This design comes from an exercise in tuning for small area on the open sky130 flow, not from production work.
Only simulation tests tie the RTL to the original design; equivalence was not proved.
Power is estimated from default activity; no workload was simulated.

`flow/design.v`:
```
`timescale 1ns / 1ps
module button(
    input clk,
    input rst,
    input debounce_clk,
    input button,
    output reg pressed
    );
    reg [1:0] step;
    always @(posedge clk) begin
        if (rst) begin
            step <= 2'b0;
            pressed <= 1'b0;
        end
        else begin
            if (debounce_clk)
                step <= {button, step[1]};
            pressed <= step[1] & ~step[0] & debounce_clk;
        end
    end
endmodule
`timescale 1ns / 1ps
module switch(
    input clk,
    input rst,
    input debounce_clk,
    input switch,
    output state
    );
    reg [1:0] step;
    always @(posedge clk) begin
        if (rst)
            step <= 2'b0;
        else if (debounce_clk)
            step <= {switch, step[1]};
    end
    assign state = step[0];
endmodule
`timescale 1ns / 1ps
module debouncer(
    input clk,
    input rst,
    input debounce_clk,
    input increase_button,
    input decrease_button,
    input [7:0] sw,
    output increase,
    output decrease,
    output [7:0] color
    );
    button inc(clk, rst, debounce_clk, increase_button, increase);
    button dec(clk, rst, debounce_clk, decrease_button, decrease);
    genvar i;
    generate
        for (i = 0; i < 8; i = i + 1) begin : switch_instantiation
            switch s(clk, rst, debounce_clk, sw[i], color[7-i]);
        end
    endgenerate
endmodule
`timescale 1ns / 1ps
module clock(
    input clk,
    input rst,
    output reg [7:0] c8,
    output reg fresh,         
    output pix,               
    output db                 
    );
    reg started;
    always @(posedge clk) begin
        if (rst) begin
            c8 <= 8'd0;
            started <= 1'b0;
            fresh <= 1'b1;
        end
        else begin
            c8 <= c8 + 8'd1;
            started <= 1'b1;
            if (c8 == 8'd99)
                fresh <= 1'b0;
        end
    end
    assign pix = started & (c8[1:0] == 2'd0);
    assign db = started & (c8 == 8'd0);
endmodule
`timescale 1ns / 1ps
module spi(
    input clk,
    input rst,
    input tick,
    input [1:0] phase,        
    input fresh,
    input miso,
    output ss,
    output sck,
    output reg xb7, x1, x0, yb7, y1, y0, bt,
    output b_edge,            
    output p_edge             
    );
    reg [2:0] sb;
    reg [5:0] w;
    always @(posedge clk) begin
        if (rst) begin
            sb <= 3'd5;
            w <= 6'd0;
        end
        else if (tick) begin
            if (sb == 3'd5) begin
                if (w == 6'd31) begin
                    sb <= 3'd0;
                    w <= 6'd0;
                end
                else
                    w <= w + 6'd1;
            end
            else if ((w == 6'd36 && sb != 3'd4) || w == 6'd37) begin
                sb <= (sb == 3'd4) ? 3'd5 : sb + 3'd1;
                w <= 6'd0;
            end
            else
                w <= w + 6'd1;
        end
    end
    assign ss = (sb == 3'd5) && (w == 6'd0);
    assign sck = (sb != 3'd5) && (w < 6'd16) && w[0];
    always @(posedge clk) begin
        if (tick) begin
            if (sb == 3'd0 && w == 6'd1) xb7 <= miso;
            if (sb == 3'd1 && w == 6'd13) x1 <= miso;
            if (sb == 3'd1 && w == 6'd15) x0 <= miso;
            if (sb == 3'd2 && w == 6'd1) yb7 <= miso;
            if (sb == 3'd3 && w == 6'd13) y1 <= miso;
            if (sb == 3'd3 && w == 6'd15) y0 <= miso;
            if (sb == 3'd4 && w == 6'd13) bt <= miso;
        end
    end
    assign b_edge = (sb == 3'd4) && (w == 6'd37) && (phase == 2'd1);
    assign p_edge = (sb == 3'd5) && (w == 6'd0) && (phase == 2'd1) && !fresh;
endmodule
`timescale 1ns / 1ps
module joystick(
    input clk,
    input rst,
    input b_edge,
    input p_edge,
    input xb7, x1, x0, yb7, y1, y0, bt,
    output reg [4:0] x,
    output reg [3:0] y,
    output reg button,
    output reg [4:0] px,      
    output reg [3:0] py,
    output reg pbutton,       
    output reg [6:0] bage     
    );
    reg [5:0] rx;
    reg [6:0] ry;
    wire [1:0] vx = x1 ? {x0, xb7} : ~{x0, xb7};
    wire [1:0] vy = y1 ? {y0, yb7} : ~{y0, yb7};
    wire [5:0] stx = {2'b0, vx, 2'b0};
    wire [6:0] sty = {3'b0, vy, 2'b0};
    wire [5:0] rxs = rx + stx;
    wire [6:0] rys = ry + sty;
    always @(posedge clk) begin
        if (rst) begin
            button <= 1'b0;
            bage <= 7'd127;
            x <= 5'd0;
            rx <= 6'd0;
            y <= 4'd0;
            ry <= 7'd0;
        end
        else begin
            if (b_edge) begin
                button <= bt;
                bage <= 7'd1;
            end
            else if (bage != 7'd127)
                bage <= bage + 7'd1;
            if (p_edge) begin
                if (!x1) begin
                    if (rx >= stx)
                        rx <= rx - stx;
                    else if (x != 5'd0) begin
                        x <= x - 5'd1;
                        rx <= rx + 6'd51 - stx;
                    end
                    else
                        rx <= 6'd0;
                end
                else if (x < 5'd17 || (x == 5'd17 && rxs <= 6'd28)) begin
                    if (rxs >= 6'd51) begin
                        x <= x + 5'd1;
                        rx <= rxs - 6'd51;
                    end
                    else
                        rx <= rxs;
                end
                else begin
                    x <= 5'd20;
                    rx <= 6'd3;
                end
                if (y1) begin
                    if (ry >= sty)
                        ry <= ry - sty;
                    else if (y != 4'd0) begin
                        y <= y - 4'd1;
                        ry <= ry + 7'd68 - sty;
                    end
                    else
                        ry <= 7'd0;
                end
                else if (y < 4'd13 || (y == 4'd13 && rys <= 7'd11)) begin
                    if (rys >= 7'd68) begin
                        y <= y + 4'd1;
                        ry <= rys - 7'd68;
                    end
                    else
                        ry <= rys;
                end
                else begin
                    y <= 4'd15;
                    ry <= 7'd3;
                end
            end
        end
    end
    always @(posedge clk) begin
        if (b_edge)
            pbutton <= button;
        if (p_edge) begin
            px <= x;
            py <= y;
        end
    end
endmodule
`timescale 1ns / 1ps
module vga(
    input clk,
    input rst,
    input tick,
    output hsync,
    output vsync,
    output active,
    output [4:0] col,         
    output [4:0] ncol,        
    output [3:0] row,         
    output next_cell          
    );
    reg [9:0] h, v;
    always @(posedge clk) begin
        if (rst) begin
            h <= 10'd656;
            v <= 10'd490;
        end
        else if (tick) begin
            h <= (h == 10'd799) ? 10'd0 : h + 10'd1;
            if (h == 10'd655)
                v <= (v == 10'd520) ? 10'd0 : v + 10'd1;
        end
    end
    assign hsync = !(h >= 10'd656 && h < 10'd752);
    assign vsync = !(v == 10'd490 || v == 10'd491);
    assign col = h[9:5];
    assign row = v[8:5];
    assign active = (h < 10'd640) && (v < 10'd480);
    assign ncol = (col >= 5'd20) ? 5'd0 : col + 5'd1;
    assign next_cell = tick && (h[4:0] == 5'd31) && (col < 5'd19 || col == 5'd24);
endmodule
`timescale 1ns / 1ps
module radius(
    input clk,
    input rst,
    input increase,
    input decrease,
    input capture,
    output reg [3:0] radius,
    output reg [3:0] prev
    );
    parameter MAX_RADIUS = 10;
    always @(posedge clk) begin
        if (rst)
            radius <= 4'd0;
        else if (increase && !decrease && radius < MAX_RADIUS)
            radius <= radius + 4'd1;
        else if (decrease && !increase && radius != 4'd0)
            radius <= radius - 4'd1;
    end
    always @(posedge clk)
        if (capture)
            prev <= radius;
endmodule
`timescale 1ns / 1ps
module image(
    input clk,
    input rst,
    input fresh,              
    input [7:0] c8,           
    input [4:0] x, px,
    input [3:0] y, py,
    input [3:0] r, pr,
    input b, pb,
    input [6:0] bage,
    input [7:0] color, pcolor,
    output reg [4:0] hcol,
    output reg [3:0] k3,
    output [7:0] wb0, wb1, wb2
    );
    always @(posedge clk) begin
        if (rst) begin
            hcol <= 5'd0;
            k3 <= 4'd0;
        end
        else if (hcol == 5'd19) begin
            hcol <= 5'd0;
            k3 <= (k3 == 4'd12) ? 4'd0 : k3 + 4'd3;
        end
        else
            hcol <= hcol + 5'd1;
    end
    function le;
        input [5:0] a;
        input [5:0] b;
        integer i;
        reg t;
        begin
            t = 1'b1;
            for (i = 0; i < 6; i = i + 1)
                t = (~a[i] & b[i]) | (~(a[i] & ~b[i]) & t);
            le = t;
        end
    endfunction
    function ac;
        input [5:0] d;
        input [3:0] r;
        reg [5:0] a;
        begin
            a = d[5] ? -d : d;
            ac = le(a, {2'b0, r});
        end
    endfunction
    function [2:0] rw;
        input [5:0] d;
        input [3:0] r;
        reg [6:0] lo, hi;
        begin
            lo = {d[5], d} - {3'b0, r};
            hi = {d[5], d} + {3'b0, r};
            rw[0] = lo[6] | (lo == 7'd0);
            rw[1] = (lo[6] | (lo <= 7'd1)) && !hi[6] && (hi >= 7'd1);
            rw[2] = (lo[6] | (lo <= 7'd2)) && !hi[6] && (hi >= 7'd2);
            rw[0] = rw[0] && !hi[6];
        end
    endfunction
    wire c8z = c8 == 8'd0;
    wire neg = c8z | (bage < c8);                        
    wire big = !c8z && ({2'b0, bage} > {1'b0, c8} + 9'd3);
    wire xyold = bage >= 7'd5;                           
    wire rchg = c8 != 8'd1;                              
    wire mid_on = xyold && (neg || !rchg);               
    wire sR_in = (c8 >= 8'd2) && (c8 <= 8'd100);
    wire sR_g = sR_in && (neg ? pb : b);
    wire sR_oo = xyold && !big;
    wire sB_g = (bage <= 7'd99) && pb;
    wire sB_ro = rchg && !neg;
    wire sB_oo = xyold && sB_ro;
    wire sB_nn = !xyold && !sB_ro;
    wire sX_g = xyold && (bage <= 7'd103) && b;
    wire sX_ro = rchg && !neg;
    wire [2:0] G, Gn;
    assign G[0] = b | (sB_g && sB_nn);
    assign G[1] = (sR_g && sR_oo) | (sB_g && sB_oo) | (sX_g && sX_ro);
    assign G[2] = (sR_g && !sR_oo) | (sB_g && !sB_oo && !sB_nn) | (sX_g && !sX_ro);
    assign Gn[0] = b | (sB_g && sB_nn && neg);
    assign Gn[1] = (sR_g && sR_oo) | (sB_g && sB_oo && neg) | (sX_g && sX_ro && !big);
    assign Gn[2] = (sR_g && !sR_oo) | (sB_g && !sB_oo && !sB_nn && neg) | (sX_g && !sX_ro && !big);
    wire [5:0] dxn = {1'b0, x} - {1'b0, hcol};
    wire [5:0] dxo = {1'b0, px} - {1'b0, hcol};
    wire [5:0] dyn = {2'b0, y} - {2'b0, k3};
    wire [5:0] dyo = {2'b0, py} - {2'b0, k3};
    wire [5:0] dxm = mid_on ? dxo : dxn;
    wire [5:0] dym = mid_on ? dyo : dyn;
    wire [3:0] rm = mid_on ? r : pr;
    wire [2:0] colK = {ac(dxm, rm), ac(dxo, pr), ac(dxn, r)};
    wire [2:0] rn = rw(dyn, r);
    wire [2:0] ro = rw(dyo, pr);
    wire [2:0] rmm = rw(dym, rm);
    wire [2:0] rowK0 = {rmm[0], ro[0], rn[0]};
    wire [2:0] rowK1 = {rmm[1], ro[1], rn[1]};
    wire [2:0] rowK2 = {rmm[2], ro[2], rn[2]};
    wire [2:0] h0 = colK & rowK0;
    wire [2:0] h1 = colK & rowK1;
    wire [2:0] h2 = colK & rowK2;
    reg [799:0] ring0, ring1, ring2;
    assign wb0 = fresh ? 8'd0 : |(G & h0) ? (|(Gn & h0) ? color : pcolor) : ring0[7:0];
    assign wb1 = fresh ? 8'd0 : |(G & h1) ? (|(Gn & h1) ? color : pcolor) : ring1[7:0];
    assign wb2 = fresh ? 8'd0 : |(G & h2) ? (|(Gn & h2) ? color : pcolor) : ring2[7:0];
    always @(posedge clk) begin
        ring0 <= {wb0, ring0[799:8]};
        ring1 <= {wb1, ring1[799:8]};
        ring2 <= {wb2, ring2[799:8]};
    end
endmodule
`timescale 1ns / 1ps
module draw(
    input clk,
    input active,
    input [4:0] col,
    input [4:0] ncol,
    input [3:0] row,
    input next_cell,
    input [4:0] hcol,
    input [3:0] k3,
    input [7:0] wb0, wb1, wb2,
    input [4:0] x,
    input [3:0] y,
    input [3:0] r,
    input b,
    input [7:0] color,
    output [7:0] pixel
    );
    function le;
        input [5:0] a;
        input [5:0] b;
        integer i;
        reg t;
        begin
            t = 1'b1;
            for (i = 0; i < 6; i = i + 1)
                t = (~a[i] & b[i]) | (~(a[i] & ~b[i]) & t);
            le = t;
        end
    endfunction
    function ac;
        input [5:0] d;
        input [3:0] r;
        reg [5:0] a;
        begin
            a = d[5] ? -d : d;
            ac = le(a, {2'b0, r});
        end
    endfunction
    reg [1:0] ri;
    reg [3:0] rk3;
    always @* begin
        case (row)
            4'd0, 4'd3, 4'd6, 4'd9, 4'd12: ri = 2'd0;
            4'd1, 4'd4, 4'd7, 4'd10, 4'd13: ri = 2'd1;
            4'd2, 4'd5, 4'd8, 4'd11, 4'd14: ri = 2'd2;
            default: ri = 2'd3;
        endcase
        rk3 = row - {2'b0, ri};
    end
    wire pmatch = (hcol == ncol) && (k3 == rk3) && (ri != 2'd3);
    wire [7:0] wbd = (ri == 2'd0) ? wb0 : (ri == 2'd1) ? wb1 : wb2;
    wire rowc = ac({2'b0, y} - {2'b0, row}, r);
    wire covq = rowc && ac({1'b0, x} - {1'b0, col}, r);
    wire covp = rowc && ac({1'b0, x} - {1'b0, ncol}, r);
    reg [7:0] P, Q;
    wire [7:0] pt = (b && covp) ? color : P;
    always @(posedge clk) begin
        P <= pmatch ? wbd : pt;
        Q <= next_cell ? pt : (b && covq) ? color : Q;
    end
    assign pixel = active ? (covq ? color : Q) : 8'd0;
endmodule
`timescale 1ns / 1ps
module extra_sketchy(
    input clk,
    input rst,
    input [7:0] sw,
    input btnL,
    input btnR,
    input MISO,
    output SS,
    output MOSI,
    output SCK,
    output Hsync,
    output Vsync,
    output [2:0] vgaRed,
    output [2:0] vgaGreen,
    output [1:0] vgaBlue
    );
    wire [7:0] c8;
    wire fresh, pix, db;
    wire increase, decrease;
    wire [7:0] color;
    reg [7:0] pcolor;
    wire [3:0] radius, pradius;
    wire xb7, x1, x0, yb7, y1, y0, bt, b_edge, p_edge;
    wire [4:0] x, px;
    wire [3:0] y, py;
    wire button, pbutton;
    wire [6:0] bage;
    wire active, next_cell;
    wire [4:0] col, ncol, hcol;
    wire [3:0] row, k3;
    wire [7:0] wb0, wb1, wb2, pixel;
    clock divider(clk, rst, c8, fresh, pix, db);
    debouncer debounce(clk, rst, db, btnL, btnR, sw, increase, decrease, color);
    always @(posedge clk)
        if (c8 == 8'd0)
            pcolor <= color;
    radius #(10) radius_controller(clk, rst, increase, decrease, c8 == 8'd1, radius, pradius);
    spi spi_controller(clk, rst, pix, c8[1:0], fresh, MISO, SS, SCK, xb7, x1, x0, yb7, y1, y0, bt, b_edge, p_edge);
    assign MOSI = 1'b1;
    joystick jstk(clk, rst, b_edge, p_edge, xb7, x1, x0, yb7, y1, y0, bt, x, y, button, px, py, pbutton, bage);
    vga vga_controller(clk, rst, pix, Hsync, Vsync, active, col, ncol, row, next_cell);
    image memory(clk, rst, fresh, c8, x, px, y, py, radius, pradius, button, pbutton, bage, color, pcolor, hcol, k3, wb0, wb1, wb2);
    draw drawer(clk, active, col, ncol, row, next_cell, hcol, k3, wb0, wb1, wb2, x, y, radius, button, color, pixel);
    assign vgaRed = pixel[2:0];
    assign vgaGreen = pixel[5:3];
    assign vgaBlue = pixel[7:6];
endmodule
```
`flow/constraint.sdc`:
```
create_clock -name core_clock -period 12.0 [get_ports {clk}]
set_input_delay 2.4000 -clock core_clock [delete_from_list [all_inputs] [get_ports {clk}]]
set_output_delay 2.4000 -clock core_clock [all_outputs]
set_load 0.01 [all_outputs]
```
`flow/run.sh`:
```
#!/bin/bash
# synth_recipe.tcl (not shown) runs the flow's synth.tcl, then flattens the netlist and writes it again
# the make line also repeats each setting of config.mk as NAME=value (left out here)
make -C /OpenROAD-flow-scripts/flow DESIGN_CONFIG=/design/flow/config.mk WORK_HOME=/design/flow/orfs CLKGATE_MAP_FILE= SYNTH_SCRIPT=/design/flow/synth_recipe.tcl finish
```
`flow/config.mk`:
```
export PLATFORM = sky130hd
export DESIGN_NAME = extra_sketchy
export DESIGN_NICKNAME = extra_sketchy
export VERILOG_FILES = /design/flow/design.v
export SDC_FILE = /design/flow/constraint.sdc
export NUM_CORES = 8
export LEC_CHECK = 0
export CAP_MARGIN = 20
export CORE_MARGIN = 2
export CORE_UTILIZATION = 30
export SLEW_MARGIN = 20
```
==> reports/results.ini, run 1 <==
[logic_synthesis]
async_flop_share = 0
ys_ff_latch = 2550
synth-edff-count = 37
syn_nets = 4251
synth_area_leaders = dfxtp_1 81%, ha_1 2.9%, edfxtp_1 1.8%
synth_seq_area_share = 0.8323
syn_inst = 4075
yosysTopAreaCellShare = 0.8143
yosysWarnings = 10
synth_flop_cell = dfxtp_1
yosysUniqueCellTypes = 101
syn_avg_cell_area_um2 = 15.16
yosys.area.top_type = dfxtp_1
netlist_area_um2 = 61780

[critical_path]
worst-path-max-fanout = 9
rr_worst_depth = 20
r2r_slack_ps = 6330
cpMaxStageDelayCell = a21oi_2
arrival_ps = 5770
worst_r2r_startpoint = divider.c8[5]
slowest_delay_ps = 680
cp_cell_sequence = inv_1 > ha_1 > inv_1 > fa_1 > a21o_1 > a21oi_1 > mux2_2 > maj3_1 > maj3_1 > o21ai_0 > o211ai_1 > nand2b_1 > a21oi_2 > mux2i_1 > nor2_1 > clkdlybuf4s50_1
r2r_end = drawer.P[3]
endpoint_kind = output pin
startpoint_type = flop
required_ps = 9600
crit_type = reg2out

[place]
dp_hpwl_mm = 52.89
port-buffer-count = 24
place.gp.congestion = 0.8129
place_ws_ps = 4606

[die]
io_pins = 26
core_region_area_um2 = 204600
initial_core_util = 0.3020
dieHeight_um = 457.8
die_area_um2 = 209600
chipWidth_um = 457.8
rows = 166

[clocking]
cts_num_sinks = 2550
clkTransAtPathRegs_ps = 70
cts_hold_buffers = 0
cts-root-buf = clkbuf_16
h-tree-depth = 4
clock_path_buffers = 3
cts_made_buffers = 208
ctsResizeCount = 0
clock_latency_ps = 810
cts_tree = built
postCtsSetupBuffers = 0

[detailed_routing]
wl_per_cell_um = 12.58
vias = 27376
first_pass_iters = 6
vias_per_cell = 3.846
drc = 0
finalWirelength_mm = 89.56
dr.first_iter.drc_count = 1341
ant_nets = 0

[power]
p_leak_uw = 0.02854
p_per_area_nw_per_um2 = 218.1
ir_worst_vdd_v = 0.0001606

[global_routing]
grt_pass1_vias = 27188
grt_usage = 0.08564
grt_overflow_total = 0
antenna_found_initial = 3
grt_start_max_net_pins = 75
grt_pass1_wl_mm = 145.9

[cells_and_area]
drive_above_1_share = 0.09259
syn_to_final_growth_pct = 17.41
post-route-util = 0.3546
fin_nets = 4431

[hold_path]
hold_depth = 0
worstHoldStart = memory.ring2[273]
hold_end = memory.ring2[265]
hp-class = reg2reg

[timing]
drv_slew = 0
rsz0062_at_grt = no
slew_headroom = 0.3503
finalSetupTns_ps = 0
fin_ws_ps = 3833
min_period_over_period = 0.6806
setup_violations = 0
worst_pin_slew_ps = 974.6
min_period_ps = 8167
hold_viol = 0
fin_skew_ps = 50.29
max_freq_ghz = 0.1224

[run_status]
status = complete, no violations

[flow_run]
drv_cap = 0

==> worst max-delay path by stage <==
stage	start	endpoint	slack (ps)	depth (start not counted)
after global placement	jstk.y[0]	vgaRed[0]	4660	16
after CTS	jstk.y[0]	vgaRed[1]	3720	16
after global routing	jstk.y[0]	vgaBlue[0]	3400	16
final	jstk.y[0]	vgaRed[1]	3830	16
after floorplan	jstk.y[0]	vgaBlue[0]	6070	16
after detailed placement	jstk.y[0]	vgaRed[1]	4610	16
==> worst max-delay path, delay by kind of cell, from the launching register on <==
family / cells / cell delay, ps
AOI/OAI and AO/OA: 5 / 1530
adders and majority gates: 4 / 1310
buffers and inverters: 3 / 820
muxes: 2 / 550
DFF: 1 / 390
and+or+nand+nor: 2 / 360
==> layer usage <==
layer	global-route usage	up-vias	routed length, um	part of all wire
met5	0	-	0	0
met4	0.04060	0	2761	0.031
met3	0.01804	165	3529	0.039
met2	0.1255	437	37300	0.42
met1	0.1200	12910	45970	0.51
li1	-	13864	-	-
==> cell usage in the layout (no fill, tap or decap), types with 26 or more instances in the layout <==
master / netlist / final
clkbuf_1: 39 / 36
nor2_1: 151 / 151
nand2_1: 140 / 140
clkbuf_8: 0 / 44
xor2_1: 26 / 26
a21oi_1: 111 / 110
clkbuf_16: 0 / 211
a211oi_1: 28 / 28
inv_1: 138 / 138
nand3_1: 52 / 52
o21a_1: 34 / 34
clkinv_2: 0 / 38
nor3_1: 41 / 40
ha_1: 143 / 143
xnor2_1: 75 / 75
dfxtp_1: 2513 / 2513
o21ai_0: 72 / 72
edfxtp_1: 37 / 37
==> registers in the layout, summed over array words and instances (netlist names), 3 cells and up <==
signal,flops
debounce.switch_instantiation.s.step,16
divider.c8,8
drawer.P,8
drawer.Q,8
jstk.bage,7
jstk.px,5
jstk.py,4
jstk.rx,6
jstk.ry,6
jstk.x,5
jstk.y,4
memory.hcol,5
memory.k3,4
memory.ring0,800
memory.ring1,800
memory.ring2,800
pcolor,8
radius_controller.prev,4
radius_controller.radius,4
spi_controller.sb,3
spi_controller.w,6
vga_controller.h,10
vga_controller.v,10
==> power breakdown <==
part           switching (uW)  internal, uW  total (uW)
Combinational             184           121         305
Clock                    2980          4010        6990
Sequential               29.0          8500        8530
Total                    3190         12600       15800
==> kinds of logic (layout without fill, tap and decap cells) <==
family | count (synthesis) | after routing | synth area share
XOR/XNOR | 102 | 102 | 0.01458
multiplexers | 32 | 32 | 0.005934
AND/OR/NAND/NOR | 539 | 539 | 0.04278
other | 1 | 3 | 0.00006070
AO/OA/AOI/OAI | 477 | 477 | 0.05438
buffers and inverters | 207 | 560 | 0.01385
adder cells (fa/ha/maj) | 167 | 167 | 0.03609
flip-flops | 2550 | 2550 | 0.8323
==> metrics by stage <==
step	power, uW	hold slack [ps]	area (um^2)	std cells
after global routing	16400	314.2	72530	7116
after global placement	9018	309.5	65130	6733
after detailed placement	9022	312.1	65130	6733
final	15820	298.1	72540	7118
after CTS	16030	299.1	72520	7116
after floorplan	8941	309.6	61780	4075
==> final cells by class <==
class                           count  area [um^2]
Antenna cell                        2        5.005
Clock buffer                      291         6021
Clock inverter                     92         1366
Fill cell                       19159       132000
Inverter                          144        540.5
Multi-Input combinational cell   1318         9518
Sequential cell                  2550        51420
Tap cell                         2688         3363
Timing Repair Buffer               33        302.8
==> cell usage after synthesis (6+ instances only) <==
cell	number
a211oi_1	28
a21o_1	17
a21oi_1	111
a221o_1	6
a221oi_1	7
a22oi_1	12
a31oi_1	25
and2_1	8
and3_1	12
and4_1	9
buf_2	10
clkbuf_1	39
dfxtp_1	2513
edfxtp_1	37
fa_1	20
ha_1	143
inv_1	138
mux2_4	8
mux2i_1	19
nand2_1	140
nand2b_1	10
nand3_1	52
nand3b_1	14
nand4_1	20
nor2_1	151
nor2b_1	24
nor3_1	41
nor3b_1	8
nor4_1	11
o2111ai_1	8
o211a_1	19
o211ai_1	23
o21a_1	34
o21ai_0	72
o21bai_1	11
o221ai_1	23
o31ai_1	8
or2_2	6
or3_1	9
xnor2_1	75
xor2_1	26
==> inputs of run 2 (changes only) <==
--- a/flow/design.v
+++ b/flow/design.v
@@ -97,3 +97,7 @@
     output b_edge,            
-    output p_edge             
+    output p_edge,            
+    output age_ge4,
+    output age_ge5,
+    output age_le99,
+    output age_le103
     );
@@ -138,2 +142,7 @@
     assign p_edge = (sb == 3'd5) && (w == 6'd0) && (phase == 2'd1) && !fresh;
+    wire young = (sb == 3'd4) && (w == 6'd37) && (phase != 2'd1);
+    assign age_ge4 = !young;
+    assign age_ge5 = !young && !((sb == 3'd5) && (w == 6'd0) && (phase == 2'd1));
+    assign age_le99 = young || ((sb == 3'd5) && (w <= 6'd23));
+    assign age_le103 = young || ((sb == 3'd5) && (w <= 6'd24));
 endmodule
@@ -151,4 +160,3 @@
     output reg [3:0] py,
-    output reg pbutton,       
-    output reg [6:0] bage     
+    output reg pbutton        
     );
@@ -158,6 +166,14 @@
     wire [1:0] vy = y1 ? {y0, yb7} : ~{y0, yb7};
-    wire [5:0] stx = {2'b0, vx, 2'b0};
-    wire [6:0] sty = {3'b0, vy, 2'b0};
-    wire [5:0] rxs = rx + stx;
-    wire [6:0] rys = ry + sty;
+    wire xup = x1;
+    wire [6:0] tx = xup ? {1'b0, rx} + {3'b0, vx, 2'b0} : {1'b0, rx} - {3'b0, vx, 2'b0};
+    wire xover = !tx[6] && tx[5:0] >= 6'd51;
+    wire xunder = tx[6];
+    wire xclamp = xup && (x > 5'd17 || (x == 5'd17 && tx[5:0] > 6'd28));
+    wire [5:0] txc = tx[5:0] + (xover ? 6'd13 : xunder ? 6'd51 : 6'd0);
+    wire yup = !y1;
+    wire [7:0] ty = yup ? {1'b0, ry} + {4'b0, vy, 2'b0} : {1'b0, ry} - {4'b0, vy, 2'b0};
+    wire yover = !ty[7] && ty[6:0] >= 7'd68;
+    wire yunder = ty[7];
+    wire yclamp = yup && (y > 4'd13 || (y == 4'd13 && ty[6:0] > 7'd11));
+    wire [6:0] tyc = ty[6:0] + (yover ? 7'd60 : yunder ? 7'd68 : 7'd0);
     always @(posedge clk) begin
@@ -165,3 +181,2 @@
             button <= 1'b0;
-            bage <= 7'd127;
             x <= 5'd0;
@@ -172,28 +187,6 @@
         else begin
-            if (b_edge) begin
+            if (b_edge)
                 button <= bt;
-                bage <= 7'd1;
-            end
-            else if (bage != 7'd127)
-                bage <= bage + 7'd1;
             if (p_edge) begin
-                if (!x1) begin
-                    if (rx >= stx)
-                        rx <= rx - stx;
-                    else if (x != 5'd0) begin
-                        x <= x - 5'd1;
-                        rx <= rx + 6'd51 - stx;
-                    end
-                    else
-                        rx <= 6'd0;
-                end
-                else if (x < 5'd17 || (x == 5'd17 && rxs <= 6'd28)) begin
-                    if (rxs >= 6'd51) begin
-                        x <= x + 5'd1;
-                        rx <= rxs - 6'd51;
-                    end
-                    else
-                        rx <= rxs;
-                end
-                else begin
+                if (xclamp) begin
                     x <= 5'd20;
@@ -201,21 +194,12 @@
                 end
-                if (y1) begin
-                    if (ry >= sty)
-                        ry <= ry - sty;
-                    else if (y != 4'd0) begin
-                        y <= y - 4'd1;
-                        ry <= ry + 7'd68 - sty;
-                    end
-                    else
-                        ry <= 7'd0;
-                end
-                else if (y < 4'd13 || (y == 4'd13 && rys <= 7'd11)) begin
-                    if (rys >= 7'd68) begin
-                        y <= y + 4'd1;
-                        ry <= rys - 7'd68;
-                    end
-                    else
-                        ry <= rys;
-                end
+                else if (xunder && x == 5'd0)
+                    rx <= 6'd0;
                 else begin
+                    rx <= txc;
+                    if (xover)
+                        x <= x + 5'd1;
+                    else if (xunder)
+                        x <= x - 5'd1;
+                end
+                if (yclamp) begin
                     y <= 4'd15;
@@ -223,2 +207,11 @@
                 end
+                else if (yunder && y == 4'd0)
+                    ry <= 7'd0;
+                else begin
+                    ry <= tyc;
+                    if (yover)
+                        y <= y + 4'd1;
+                    else if (yunder)
+                        y <= y - 4'd1;
+                end
             end
@@ -243,4 +236,4 @@
     output active,
+    output blank,             
     output [4:0] col,         
-    output [4:0] ncol,        
     output [3:0] row,         
@@ -264,5 +257,5 @@
     assign row = v[8:5];
-    assign active = (h < 10'd640) && (v < 10'd480);
-    assign ncol = (col >= 5'd20) ? 5'd0 : col + 5'd1;
-    assign next_cell = tick && (h[4:0] == 5'd31) && (col < 5'd19 || col == 5'd24);
+    assign blank = h >= 10'd640;
+    assign active = !blank && (v < 10'd480);
+    assign next_cell = tick && (h[4:0] == 5'd31) && (col < 5'd19);
 endmodule
@@ -301,3 +294,4 @@
     input b, pb,
-    input [6:0] bage,
+    input b_edge,             
+    input age_ge4, age_ge5, age_le99, age_le103,    
     input [7:0] color, pcolor,
@@ -353,6 +347,18 @@
     endfunction
-    wire c8z = c8 == 8'd0;
-    wire neg = c8z | (bage < c8);                        
-    wire big = !c8z && ({2'b0, bage} > {1'b0, c8} + 9'd3);
-    wire xyold = bage >= 7'd5;                           
+    reg neg, big;
+    always @(posedge clk) begin
+        if (rst) begin
+            neg <= 1'b0;
+            big <= 1'b0;
+        end
+        else if (b_edge) begin
+            neg <= 1'b1;
+            big <= 1'b0;
+        end
+        else if (c8 == 8'd0) begin
+            neg <= 1'b0;
+            big <= age_ge4;
+        end
+    end
+    wire xyold = age_ge5;                                
     wire rchg = c8 != 8'd1;                              
@@ -362,3 +368,3 @@
     wire sR_oo = xyold && !big;
-    wire sB_g = (bage <= 7'd99) && pb;
+    wire sB_g = age_le99 && pb;
     wire sB_ro = rchg && !neg;
@@ -366,3 +372,3 @@
     wire sB_nn = !xyold && !sB_ro;
-    wire sX_g = xyold && (bage <= 7'd103) && b;
+    wire sX_g = xyold && age_le103 && b;
     wire sX_ro = rchg && !neg;
@@ -379,6 +385,8 @@
     wire [5:0] dyo = {2'b0, py} - {2'b0, k3};
-    wire [5:0] dxm = mid_on ? dxo : dxn;
     wire [5:0] dym = mid_on ? dyo : dyn;
     wire [3:0] rm = mid_on ? r : pr;
-    wire [2:0] colK = {ac(dxm, rm), ac(dxo, pr), ac(dxn, r)};
+    wire [5:0] axn = dxn[5] ? -dxn : dxn;
+    wire [5:0] axo = dxo[5] ? -dxo : dxo;
+    wire [5:0] axm = mid_on ? axo : axn;
+    wire [2:0] colK = {le(axm, {2'b0, rm}), le(axo, {2'b0, pr}), le(axn, {2'b0, r})};
     wire [2:0] rn = rw(dyn, r);
@@ -406,4 +414,4 @@
     input active,
+    input blank,
     input [4:0] col,
-    input [4:0] ncol,
     input [3:0] row,
@@ -420,23 +428,2 @@
     );
-    function le;
-        input [5:0] a;
-        input [5:0] b;
-        integer i;
-        reg t;
-        begin
-            t = 1'b1;
-            for (i = 0; i < 6; i = i + 1)
-                t = (~a[i] & b[i]) | (~(a[i] & ~b[i]) & t);
-            le = t;
-        end
-    endfunction
-    function ac;
-        input [5:0] d;
-        input [3:0] r;
-        reg [5:0] a;
-        begin
-            a = d[5] ? -d : d;
-            ac = le(a, {2'b0, r});
-        end
-    endfunction
     reg [1:0] ri;
@@ -452,7 +439,14 @@
     end
-    wire pmatch = (hcol == ncol) && (k3 == rk3) && (ri != 2'd3);
+    wire [4:0] qcol = blank ? 5'd0 : col;
+    wire [4:0] tcol = blank ? 5'd0 : col + 5'd1;
+    wire match = (hcol == tcol) && (k3 == rk3) && (ri != 2'd3);
     wire [7:0] wbd = (ri == 2'd0) ? wb0 : (ri == 2'd1) ? wb1 : wb2;
-    wire rowc = ac({2'b0, y} - {2'b0, row}, r);
-    wire covq = rowc && ac({1'b0, x} - {1'b0, col}, r);
-    wire covp = rowc && ac({1'b0, x} - {1'b0, ncol}, r);
+    wire [6:0] d = {2'b0, x} - {2'b0, qcol};
+    wire [6:0] lo = d + {3'b0, r};           
+    wire [6:0] hi = {3'b0, r} - d;           
+    wire [5:0] dy = {2'b0, y} - {2'b0, row};
+    wire [5:0] ay = dy[5] ? -dy : dy;
+    wire rowc = ay <= {2'b0, r};
+    wire covq = rowc && !lo[6] && !hi[6];
+    wire covp = rowc && !lo[6] && (lo != 7'd0) && (!hi[6] || hi == 7'h7f);
     reg [7:0] P, Q;
@@ -460,4 +454,4 @@
     always @(posedge clk) begin
-        P <= pmatch ? wbd : pt;
-        Q <= next_cell ? pt : (b && covq) ? color : Q;
+        P <= (match && !blank) ? wbd : pt;
+        Q <= (match && blank) ? wbd : next_cell ? pt : (b && covq) ? color : Q;
     end
@@ -492,5 +486,6 @@
     wire button, pbutton;
-    wire [6:0] bage;
+    wire age_ge4, age_ge5, age_le99, age_le103;
     wire active, next_cell;
-    wire [4:0] col, ncol, hcol;
+    wire [4:0] col, hcol;
+    wire blank;
     wire [3:0] row, k3;
@@ -503,8 +498,8 @@
     radius #(10) radius_controller(clk, rst, increase, decrease, c8 == 8'd1, radius, pradius);
-    spi spi_controller(clk, rst, pix, c8[1:0], fresh, MISO, SS, SCK, xb7, x1, x0, yb7, y1, y0, bt, b_edge, p_edge);
+    spi spi_controller(clk, rst, pix, c8[1:0], fresh, MISO, SS, SCK, xb7, x1, x0, yb7, y1, y0, bt, b_edge, p_edge, age_ge4, age_ge5, age_le99, age_le103);
     assign MOSI = 1'b1;
-    joystick jstk(clk, rst, b_edge, p_edge, xb7, x1, x0, yb7, y1, y0, bt, x, y, button, px, py, pbutton, bage);
-    vga vga_controller(clk, rst, pix, Hsync, Vsync, active, col, ncol, row, next_cell);
-    image memory(clk, rst, fresh, c8, x, px, y, py, radius, pradius, button, pbutton, bage, color, pcolor, hcol, k3, wb0, wb1, wb2);
-    draw drawer(clk, active, col, ncol, row, next_cell, hcol, k3, wb0, wb1, wb2, x, y, radius, button, color, pixel);
+    joystick jstk(clk, rst, b_edge, p_edge, xb7, x1, x0, yb7, y1, y0, bt, x, y, button, px, py, pbutton);
+    vga vga_controller(clk, rst, pix, Hsync, Vsync, active, blank, col, row, next_cell);
+    image memory(clk, rst, fresh, c8, x, px, y, py, radius, pradius, button, pbutton, b_edge, age_ge4, age_ge5, age_le99, age_le103, color, pcolor, hcol, k3, wb0, wb1, wb2);
+    draw drawer(clk, active, blank, col, row, next_cell, hcol, k3, wb0, wb1, wb2, x, y, radius, button, color, pixel);
     assign vgaRed = pixel[2:0];
--- a/flow/config.mk
+++ b/flow/config.mk
@@ -9,3 +9,6 @@
 export CORE_MARGIN = 2
-export CORE_UTILIZATION = 30
+export CORE_UTILIZATION = 50
+export CTS_BUF_LIST = sky130_fd_sc_hd__clkbuf_8
+export CTS_CLUSTER_DIAMETER = 60
+export CTS_CLUSTER_SIZE = 20
 export SLEW_MARGIN = 20
==> reports/results.ini, run 2 <==
[run_status]
status = complete, no violations

[power]
ir_worst_vdd_v = 0.0001330  ; -17%
p_per_area_nw_per_um2 = 190.8  ; -13%
p_leak_uw = 0.02562  ; -10%
finalPower_uw = 12380  ; -22%

[clocking]
cts-root-buf = clkbuf_8
h-tree-depth = 4  ; unchanged
clkTransAtPathRegs_ps = 100  ; +30 ps
clock_path_buffers = 3  ; unchanged
postCtsSetupBuffers = 0  ; unchanged
cts_num_sinks = 2544  ; -0.24%
cts_hold_buffers = 0  ; unchanged
ctsResizeCount = 0  ; unchanged
cts_tree = built
clock_latency_ps = 890  ; +80 ps
cts_made_buffers = 155  ; -25%

[cells_and_area]
syn_to_final_growth_pct = 7.761
nFillCells = 9707  ; -49%
multi_input_area_um2 = 8154  ; -14%
final_common_cell = dfxtp_1
final_cell_mix = 2507 x dfxtp_1, 162 x clkbuf_8, 143 x inv_1
reg_top3 = memory.ring0 (800), memory.ring1 (800), memory.ring2 (800)
regArea_um2 = 51300  ; -0.23%
fin_nets = 4173  ; -5.8%
drive_above_1_share = 0.05624  ; -0.03635
postLayoutCellArea_um2 = 64890  ; -11%

[logic_synthesis]
netlist_area_um2 = 60210  ; -2.5%
yosysMostFrequentCell = dfxtp_1
synth-edff-count = 37  ; unchanged
syn_inst = 3891  ; -4.5%
synth_flop_cell = dfxtp_1
yosysWarnings = 10  ; unchanged
yosysTopAreaCellShare = 0.8335  ; +0.01916
ys_ff_latch = 2544  ; -0.24%
netlist_top_cells_count = 2507 x dfxtp_1, 141 x inv_1, 134 x nor2_1, 130 x nand2_1, 120 x a21oi_1
synth_area_leaders = dfxtp_1 83%, ha_1 2.4%, edfxtp_1 1.8%
syn_avg_cell_area_um2 = 15.48  ; +2.1%
yosysUniqueCellTypes = 88  ; -13%
synth_seq_area_share = 0.8519  ; +0.01962
async_flop_share = 0  ; unchanged
yosys.area.top_type = dfxtp_1
syn_nets = 4043  ; -4.9%

[critical_path]
required_ps = 9600  ; about the same
cp-endpoint = vgaRed[0]
startpoint_type = flop
rr_worst_depth = 21  ; +5.0%
crit_type = reg2out
r2r_end = drawer.Q[4]
worst_r2r_startpoint = spi_controller.sb[1]
critPathLaunch = vga_controller.h[7]
worst-path-max-fanout = 11  ; +2
endpoint_kind = output pin
r2r_slack_ps = 6040  ; -290 ps
arrival_ps = 5540  ; -230 ps

[timing]
finalSetupTns_ps = 0  ; unchanged
fin_skew_ps = 32.63  ; -17.65 ps
min_period_over_period = 0.6617  ; -0.01885
worst_pin_slew_ps = 944.5  ; -30.11 ps
drv_slew = 0  ; unchanged
rsz0062_at_grt = no
slew_headroom = 0.3688  ; +0.01855
min_period_ps = 7941  ; -226.2 ps
max_freq_ghz = 0.1259  ; +2.8%
setup_violations = 0  ; unchanged
hold_viol = 0  ; unchanged

[die]
rows = 127  ; -23%
dieHeight_um = 351.0  ; -23%
io_pins = 26  ; unchanged
core_region_area_um2 = 119700  ; -42%
die_area_um2 = 123200  ; -41%
chipWidth_um = 351.0  ; -23%
initial_core_util = 0.5032  ; +0.2013

[place]
dp_hpwl_mm = 47.90  ; -9.4%
port-buffer-count = 24  ; unchanged
place.gp.congestion = 0.8244  ; +1.4%
placed_area_um2 = 62280  ; -4.4%

[hold_path]
hp-class = reg2reg
worstHoldStart = memory.ring1[450]

[detailed_routing]
drc = 0  ; unchanged
ant_nets = 0  ; unchanged
vias = 25226  ; -7.9%
vias_per_cell = 4.451  ; +16%
first_pass_iters = 5  ; -1
wl_per_cell_um = 14.06  ; +12%
dr.first_iter.drc_count = 1313  ; -2.1%
finalWirelength_mm = 79.68  ; -11%

[global_routing]
grt_overflow_total = 0  ; unchanged
grt_usage = 0.1328  ; +0.04711
grt_start_max_net_pins = 40  ; -47%
grt_pass1_vias = 24363  ; -10%
antenna_found_initial = 1  ; -2
grt_pass1_wl_mm = 129.1  ; -12%

[flow_run]
drv_cap = 0  ; unchanged

-- run 2: cell types whose count changed in the layout (fill, tap and decap cells not counted), moves of 16 or more --
cell	before	now
ha_1	143	117
nor3_1	40	20
o21a_1	34	14
o21ai_0	72	56
nor2_1	151	134
clkinv_2	38	1
bufinv_16	21	1
clkbuf_8	44	162
a211oi_1	28	11
clkbuf_16	211	0
clkbuf_1	36	0
-- run 2: critical path: stages, from the launching register on --
cell	delay, ps
dfxtp_1	420
o21ai_1	540
and2_1	250
ha_1	180
inv_1	60
fa_1	430
xor2_1	270
ha_1	360
a21o_1	210
nand2_1	120
a21oi_1	100
o221a_2	280
nor2b_1	130
buf_4	210
mux2i_1	140
nor2_1	360
clkdlybuf4s50_1	620
-- run 2: worst min path at each step --
stage | end | slack (ps) | cells after the start
after floorplan | memory.ring0[0] | 310 | 0
after global placement | memory.ring1[580] | 310 | 0
after detailed placement | memory.ring0[127] | 310 | 0
after CTS | memory.ring2[531] | 310 | 0
after global routing | memory.ring2[531] | 310 | 0
final | memory.ring1[442] | 310 | 0
-- run 2: kinds of logic after synthesis --
kind of cell / after synthesis / share of synthesized area
buf+inv: 198 / 0.01263
flops: 2544 / 0.8519
xor+xnor: 93 / 0.01353
other cells: 1 / 0.00006228
mux: 26 / 0.004426
simple gates: 485 / 0.04050
compound gates: 403 / 0.04492
fa+ha+maj: 141 / 0.03198
-- run 2: cell type report --
class / count / share of cell area
sequential: 2544 / 0.7906
multi-input combinational: 1149 / 0.1257
clock buffer: 162 / 0.03436
tap: 1612 / 0.03108
inverter: 141 / 0.008157
clock inverter: 28 / 0.005785
timing repair buffer: 30 / 0.004319
antenna: 1 / 0.00003857
-- run 2: through the flow --
step / setup slack (ps) / utilization / instances / hold slack, ps
global placement: 5028 / 0.5204 / 5475 / 309.5
floorplan: 5841 / - / 3891 / 309.6
CTS: 3920 / 0.5423 / 5666 / 306.8
finish: 4059 / 0.5423 / 5667 / 313.7
detailed placement: 4981 / 0.5205 / 5476 / 312.1
global route: 3650 / 0.5423 / 5667 / 305.6
-- run 2: power by group --
part	total, uW	internal, uW	switching, uW	leakage (uW)
clock network	3710	1300	2400	0.00134
logic	190	71.5	118	0.00375
registers	8490	8470	14.7	0.0205
total	12400	9840	2540	0.0256
-- run 2: layer usage --
layer | share of wire | track usage | vias to the layer above
met5 | 0 | 0 | -
li1 | - | - | 12832
met3 | 0.050 | 0.03342 | 167
met4 | 0.031 | 0.05676 | 0
met2 | 0.38 | 0.1761 | 369
met1 | 0.54 | 0.2031 | 11858
==> inputs of run 3 (changes only) <==
==> flow/flow/run.sh (new file) <==
#!/bin/bash
# The standard ORFS flow (the standard.sh, all steps) with two changes:
# the clock tree is built from clkbuf_8 cells in clusters of up to 20 sinks
# and without dummy loads, and the port buffers are buf_1 cells.
# make's full output goes to flow.log; ORFS keeps each step's log under orfs/logs.
set -euo pipefail
bash standard.sh \
  "CTS_ARGS=-sink_clustering_enable -repair_clock_nets -sink_clustering_size 20 -sink_clustering_max_diameter 60 -buf_list sky130_fd_sc_hd__clkbuf_8 -dont_use_dummy_load" \
  "BUFFER_PORTS_ARGS=-buffer_cell sky130_fd_sc_hd__buf_1" \
  finish > flow.log 2>&1
==> flow/standard.sh (new file) <==
#!/bin/bash
# synth_recipe.tcl (not shown) runs the flow's synth.tcl, then flattens the netlist and writes it again
# the make line also repeats each setting of config.mk as NAME=value (left out here)
make -C /OpenROAD-flow-scripts/flow DESIGN_CONFIG=/design/flow/config.mk WORK_HOME=/design/flow/orfs CLKGATE_MAP_FILE= SYNTH_SCRIPT=/design/flow/synth_recipe.tcl "${@:-finish}"
--- a/flow/config.mk
+++ b/flow/config.mk
@@ -10,5 +10,2 @@
 export CORE_UTILIZATION = 50
-export CTS_BUF_LIST = sky130_fd_sc_hd__clkbuf_8
-export CTS_CLUSTER_DIAMETER = 60
-export CTS_CLUSTER_SIZE = 20
 export SLEW_MARGIN = 20
removed: flow/run.sh
==> reports/results.ini, run 3 <==
[flow_run]
drv_cap = 0  ; unchanged

[die]
io_pins = 26  ; unchanged
initial_core_util = 0.5032  ; unchanged
dieHeight_um = 351.0  ; unchanged
die_area_um2 = 123200  ; unchanged
core_region_area_um2 = 119700  ; unchanged
chipWidth_um = 351.0  ; unchanged
rows = 127  ; unchanged

[logic_synthesis]
syn_inst = 3891  ; unchanged
synth-edff-count = 37  ; unchanged
synth_area_leaders = dfxtp_1 83%, ha_1 2.4%, edfxtp_1 1.8%
netlist_area_um2 = 60210  ; unchanged
yosysTopAreaCellShare = 0.8335  ; unchanged
netlist_top_cells_count = 2507 x dfxtp_1, 141 x inv_1, 134 x nor2_1, 130 x nand2_1, 120 x a21oi_1
syn_nets = 4043  ; unchanged
yosysMostFrequentCell = dfxtp_1
yosysWarnings = 10  ; unchanged
async_flop_share = 0  ; unchanged
syn_avg_cell_area_um2 = 15.48  ; unchanged
synth_seq_area_share = 0.8519  ; unchanged
yosysUniqueCellTypes = 88  ; unchanged
synth_flop_cell = dfxtp_1
yosys.area.top_type = dfxtp_1
ys_ff_latch = 2544  ; unchanged

[clocking]
postCtsSetupBuffers = 0  ; unchanged
cts_tree = built
clkTransAtPathRegs_ps = 110  ; about the same
cts-root-buf = clkbuf_8
h-tree-depth = 4  ; unchanged
clock_path_buffers = 3  ; unchanged
cts_num_sinks = 2544  ; unchanged
ctsResizeCount = 0  ; unchanged
cts_hold_buffers = 0  ; unchanged
clock_latency_ps = 870  ; -20 ps
cts_made_buffers = 160  ; +3.2%

[timing]
drv_slew = 0  ; unchanged
timing.hold.ws_ps = 259.2  ; -54.54 ps
fin_skew_ps = 101.1  ; +68.43 ps
worst_pin_slew_ps = 943.1  ; -1.423 ps
slew_headroom = 0.3698  ; +0.0009510
max_freq_ghz = 0.1336  ; +6.1%
rsz0062_at_grt = no
setup_violations = 0  ; unchanged
finalSetupTns_ps = 0  ; unchanged
min_period_over_period = 0.6240  ; -0.03776
min_period_ps = 7487  ; -453.1 ps
hold_viol = 0  ; unchanged

[place]
placed_area_um2 = 62130  ; -0.24%
dp_cells = 5475  ; -0.018%
port-buffer-count = 24  ; unchanged
place.gp.congestion = 0.8149  ; -1.2%
dp_hpwl_mm = 47.83  ; -0.14%

[power]
p_leak_uw = 0.02537  ; -0.97%
p_per_area_nw_per_um2 = 188.9  ; -0.97%
ir_worst_vdd_v = 0.0001354  ; +1.8%

[run_status]
status = complete, no violations

[global_routing]
grt_pass1_wl_mm = 129.0  ; about the same
grt_pass1_vias = 24306  ; -0.23%
antenna_found_initial = 1  ; unchanged
grt_overflow_total = 0  ; unchanged
grt_start_max_net_pins = 40  ; unchanged
grt_usage = 0.1327  ; about the same

[cells_and_area]
syn_to_final_growth_pct = 6.851
post-route-util = 0.5377  ; -0.004580
fin_nets = 4177  ; +0.096%
drive_above_1_share = 0.04971  ; -0.006527
reg_top3 = memory.ring0 (800), memory.ring1 (800), memory.ring2 (800)
final_common_cell = dfxtp_1
postLayoutCellArea_um2 = 64340  ; -0.84%
fin_cells = 5637  ; -0.53%
final_cell_mix = 2507 x dfxtp_1, 160 x clkbuf_8, 141 x inv_1

[detailed_routing]
first_pass_iters = 5  ; unchanged
wl_per_cell_um = 14.25  ; +1.4%
dr.first_iter.drc_count = 1201  ; -8.5%
vias_per_cell = 4.450  ; about the same
ant_nets = 0  ; unchanged
finalWirelength_mm = 80.33  ; +0.82%
vias = 25083  ; -0.57%
drc = 0  ; unchanged

[hold_path]
hp-class = reg2reg

[critical_path]
slowest_delay_ps = 530  ; -90 ps
cp_cell_sequence = o21ai_1 > and2_1 > ha_1 > inv_1 > fa_1 > xor2_1 > ha_1 > a21o_1 > nand2_1 > a21oi_1 > o221a_2 > nor2b_1 > buf_4 > mux2i_1 > nor2_1 > buf_1
worst-path-max-fanout = 11  ; unchanged
path_common_cell = ha_1
crit_buf_inv = 3  ; unchanged
startpoint_type = flop
endpoint_kind = output pin
crit_type = reg2out
crit_family = compound AO/OA/AOI/OAI gates
required_ps = 9600  ; about the same
cpMaxStageDelayCell = o21ai_1
arrival_ps = 5090  ; -450 ps

## run 3: final timing paths
path         cells past startpoint  slack (ps)                to            startpoint
min reg2reg                      0         260  memory.ring1[80]      memory.ring1[88]
min                              0         260  memory.ring1[80]      memory.ring1[88]
max                             16        4510       vgaGreen[2]   vga_controller.h[7]
max reg2reg                     19        6080       drawer.Q[0]  spi_controller.sb[1]
## run 3: logic make-up (layout without fill, tap and decap cells)
logic type,after synthesis,after routing,synth area share
flops,2544,2544,0.8519
simple gates,485,485,0.04050
compound gates,403,403,0.04492
buf+inv,198,330,0.01263
fa+ha+maj,141,141,0.03198
xor+xnor,93,93,0.01353
mux,26,26,0.004426
other cells,1,3,0.00006228
## run 3: area by class of cell
class,instances,area [um^2]
Timing Repair Buffer,29,126.4
Antenna cell,2,5.005
Multi-Input combinational cell,1149,8160
Sequential cell,2544,51300
Tap cell,1612,2017
Inverter,141,529.3
Clock buffer,160,2202
Fill cell,9758,55310
## run 3: where the power goes
group | switching, uW | total, uW | internal [uW] | leakage (uW)
clock network | 2280 | 3480 | 1200 | 0.00115
registers | 15.1 | 8490 | 8470 | 0.0205
logic | 117 | 185 | 68.4 | 0.00369
## run 3: metrics by stage
| step | setup slack [ps] | power [uW] |
|---|---|---|
| after floorplan | 5841 | 8813 |
| after global placement | 5514 | 8860 |
| after detailed placement | 5400 | 8863 |
| after CTS | 4356 | 12340 |
| after global routing | 4073 | 12660 |
| final | 4513 | 12160 |
## run 3: worst reg2reg max path, stage by stage (launching register included)
cell	delay (ps)
dfxtp_1	380
inv_1	80
ha_1	230
and2_1	190
and4_1	300
nor3_4	700
nor2_1	100
a21oi_1	450
ha_1	330
nor2b_1	150
a2111o_1	370
a31oi_1	210
or2_2	160
o211a_1	170
nor2_1	50
nand3_1	330
nor2b_1	760
o221ai_1	260
a32oi_2	260
o21ai_1	100
## run 3: per-layer routing
layer,global-route usage,routed length [um],vias to the layer above
met2,0.1762,29820,396
met4,0.05492,2661,0
met5,0,0,-
met3,0.03532,4122,188
li1,-,-,12781
met1,0.2024,43730,11718
==> inputs of run 4 (changes only) <==
==> flow/flow/run.sh (replaced) <==
#!/bin/bash
# The standard ORFS flow (the standard.sh, all steps) with two changes:
# the clock tree is built from clkbuf_8 cells in clusters of up to 22 sinks
# and without dummy loads, and the port buffers are buf_1 cells.
# make's full output goes to flow.log; ORFS keeps each step's log under orfs/logs.
set -euo pipefail
bash standard.sh \
  "CTS_ARGS=-sink_clustering_enable -repair_clock_nets -sink_clustering_size 22 -sink_clustering_max_diameter 70 -buf_list sky130_fd_sc_hd__clkbuf_8 -dont_use_dummy_load" \
  "BUFFER_PORTS_ARGS=-buffer_cell sky130_fd_sc_hd__buf_1" \
  finish > flow.log 2>&1
==> reports/results.ini, run 4 <==
[cells_and_area]
nFillCells = 9797  ; +0.40%
final_cell_mix = 2507 x dfxtp_1, 141 x inv_1, 141 x clkbuf_8
fin_cells = 5618  ; -0.34%
final_common_cell = dfxtp_1
drive_above_1_share = 0.04520  ; -0.004509
regArea_um2 = 51300  ; unchanged
syn_to_final_growth_pct = 6.417
reg_top3 = memory.ring0 (800), memory.ring1 (800), memory.ring2 (800)
fin_nets = 4158  ; -0.45%
multi_input_area_um2 = 8160  ; unchanged

[place]
dp_hpwl_mm = 47.83  ; unchanged
dp_cells = 5475  ; unchanged
place_ws_ps = 5400  ; unchanged
port-buffer-count = 24  ; unchanged
place.gp.congestion = 0.8149  ; unchanged

[die]
die_area_um2 = 123200  ; unchanged
initial_core_util = 0.5032  ; unchanged
chipWidth_um = 351.0  ; unchanged
core_region_area_um2 = 119700  ; unchanged
io_pins = 26  ; unchanged
dieHeight_um = 351.0  ; unchanged
rows = 127  ; unchanged

[critical_path]
path_common_cell = ha_1
endpoint_kind = output pin
cp_cell_sequence = o21ai_1 > and2_1 > ha_1 > inv_1 > fa_1 > xor2_1 > ha_1 > a21o_1 > nand2_1 > a21oi_1 > o221a_2 > nor2b_1 > buf_4 > mux2i_1 > nor2_1 > buf_1
startpoint_type = flop
required_ps = 9600  ; about the same
crit_type = reg2out
cpMaxStageDelayCell = o21ai_1
crit_buf_inv = 3  ; unchanged
critPathLaunch = vga_controller.h[7]
arrival_ps = 5010  ; -80 ps
crit_family = compound AO/OA/AOI/OAI gates
r2r_end = drawer.Q[3]
r2r_slack_ps = 6020  ; -60 ps
slowest_delay_ps = 530  ; about the same
rr_worst_depth = 19  ; unchanged
worst-path-max-fanout = 11  ; unchanged
worst_r2r_startpoint = spi_controller.sb[1]

[global_routing]
met2_usage = 0.1763  ; about the same
antenna_found_initial = 2  ; +1
met1_usage = 0.2022  ; about the same
grt-busiest-layer = met1
grt_start_max_net_pins = 40  ; unchanged
grt_usage = 0.1313  ; -0.001415
grt_overflow_total = 0  ; unchanged
grt_pass1_vias = 24160  ; -0.60%
grt_pass1_wl_mm = 128.2  ; -0.65%
grt_use_met3 = 0.03088  ; -0.004442

[clocking]
clock_path_buffers = 3  ; unchanged
clock_latency_ps = 810  ; -60 ps
cts-root-buf = clkbuf_8
h-tree-depth = 4  ; unchanged
cts_num_sinks = 2544  ; unchanged
cts_hold_buffers = 0  ; unchanged
clkTransAtPathRegs_ps = 110  ; about the same
ctsResizeCount = 0  ; unchanged
cts_made_buffers = 141  ; -12%
postCtsSetupBuffers = 0  ; unchanged
cts_tree = built

[logic_synthesis]
yosysUniqueCellTypes = 88  ; unchanged
yosys.area.top_type = dfxtp_1
syn_inst = 3891  ; unchanged
synth_area_leaders = dfxtp_1 83%, ha_1 2.4%, edfxtp_1 1.8%
syn_nets = 4043  ; unchanged
yosysTopAreaCellShare = 0.8335  ; unchanged
syn_avg_cell_area_um2 = 15.48  ; unchanged
netlist_area_um2 = 60210  ; unchanged
ys_ff_latch = 2544  ; unchanged
synth_seq_area_share = 0.8519  ; unchanged
netlist_top_cells_count = 2507 x dfxtp_1, 141 x inv_1, 134 x nor2_1, 130 x nand2_1, 120 x a21oi_1
async_flop_share = 0  ; unchanged
synth_flop_cell = dfxtp_1
yosysWarnings = 10  ; unchanged
synth-edff-count = 37  ; unchanged
yosysMostFrequentCell = dfxtp_1

[power]
p_per_area_nw_per_um2 = 186.7  ; -1.2%
p_leak_uw = 0.02524  ; -0.54%
ir_worst_vdd_v = 0.0001309  ; -3.3%

[run_status]
status = complete, no violations

[timing]
min_period_ps = 7413  ; -74.49 ps
rsz0062_at_grt = no
fin_skew_ps = 64.38  ; -36.68 ps
min_period_over_period = 0.6177  ; -0.006208
worst_pin_slew_ps = 956.1  ; +13.04 ps
drv_slew = 0  ; unchanged
finalSetupTns_ps = 0  ; unchanged
max_freq_ghz = 0.1349  ; +1.0%
hold_viol = 0  ; unchanged
timing.hold.ws_ps = 252.2  ; -6.908 ps
fin_ws_ps = 4587  ; +74.49 ps
setup_violations = 0  ; unchanged
slew_headroom = 0.3617  ; -0.008039

[detailed_routing]
vias = 25005  ; -0.31%
vias_per_cell = 4.451  ; about the same
wl_per_cell_um = 14.14  ; -0.81%
dr.first_iter.drc_count = 1347  ; +12%
finalWirelength_mm = 79.42  ; -1.1%
first_pass_iters = 5  ; unchanged
drc = 0  ; unchanged
ant_nets = 0  ; unchanged

[flow_run]
drv_cap = 0  ; unchanged

[hold_path]
hp-class = reg2reg
worstHoldStart = memory.ring1[72]
hold_depth = 0  ; unchanged
hold_end = memory.ring1[64]

## run 4: through the flow
stage,utilization,area (um^2),power [uW]
2_1_floorplan,-,60210,8813
3_3_place_gp,0.5192,62130,8860
3_5_place_dp,0.5193,62130,8863
4_1_cts,0.5355,64070,12160
5_1_grt,0.5355,64080,12470
6_report,0.5355,64080,11960
## run 4: worst max path at each step
stage,to,slack (ps),cells past startpoint
2_1_floorplan,vgaBlue[0],5840,17
6_report,vgaGreen[2],4590,16
3_3_place_gp,vgaRed[0],5510,15
5_1_grt,vgaGreen[2],4160,16
3_5_place_dp,vgaGreen[2],5400,16
4_1_cts,vgaGreen[2],4440,16
## run 4: cell type report
cell class                 count  share of cell area
timing repair buffer          29            0.001972
multi-input combinational   1149              0.1274
sequential                  2544              0.8006
inverter                     141            0.008260
antenna                        2          0.00007811
tap                         1612             0.03148
clock buffer                 141             0.03029
## run 4: metal layers
metal,routed length [um],share of wire
met1,43220,0.54
met2,30050,0.38
met3,3661,0.046
met4,2491,0.031
met5,0,0
## run 4: cells by family after synthesis
kind of cell             after synthesis  synth area share
flip-flops                          2544            0.8519
AND/OR/NAND/NOR                      485           0.04050
AO/OA/AOI/OAI                        403           0.04492
buffers and inverters                198           0.01263
adder cells (fa/ha/maj)              141           0.03198
XOR/XNOR                              93           0.01353
multiplexers                          26          0.004426
other                                  1        0.00006228
## run 4: power by group
group          switching (uW)  leakage, uW  internal [uW]  total [uW]
combinational             116      0.00369           68.4         184
clock                    2220      0.00101           1070        3290
sequential               15.1       0.0205           8470        8490
total                    2360       0.0252           9610       12000

## afterwards: timing with drivers on the ports
The flow's constraints put no driver on any port. The routed layouts listed below were extracted and timed again, unchanged, in two steps.
Step 1, drivers: a clkbuf_16 drives clk and a buf_2 each remaining input, both assumed.
Step 2 also shifts input and output timing later by t, the mid clock arrival at the registers, as if the neighbouring blocks saw the same clock.
Slacks: ideal / step 1 / step 2; pairs: ideal / step 1.
run	t (ns)	slack for setup (ns)	latest minus earliest clock arrival (ns)	worst slew at a driven data input, ns
run 1	0.863	3.833 / 3.761 / 4.625	0.060 / 0.061	0.05
run 2	0.936	4.059 / 3.989 / 4.925	0.047 / 0.047	0.06
run 3	0.896	4.513 / 4.444 / 5.340	0.110 / 0.110	0.07
run 4	0.861	4.587 / 4.515 / 5.376	0.089 / 0.090	0.07
After both steps every run listed still meets setup and hold.
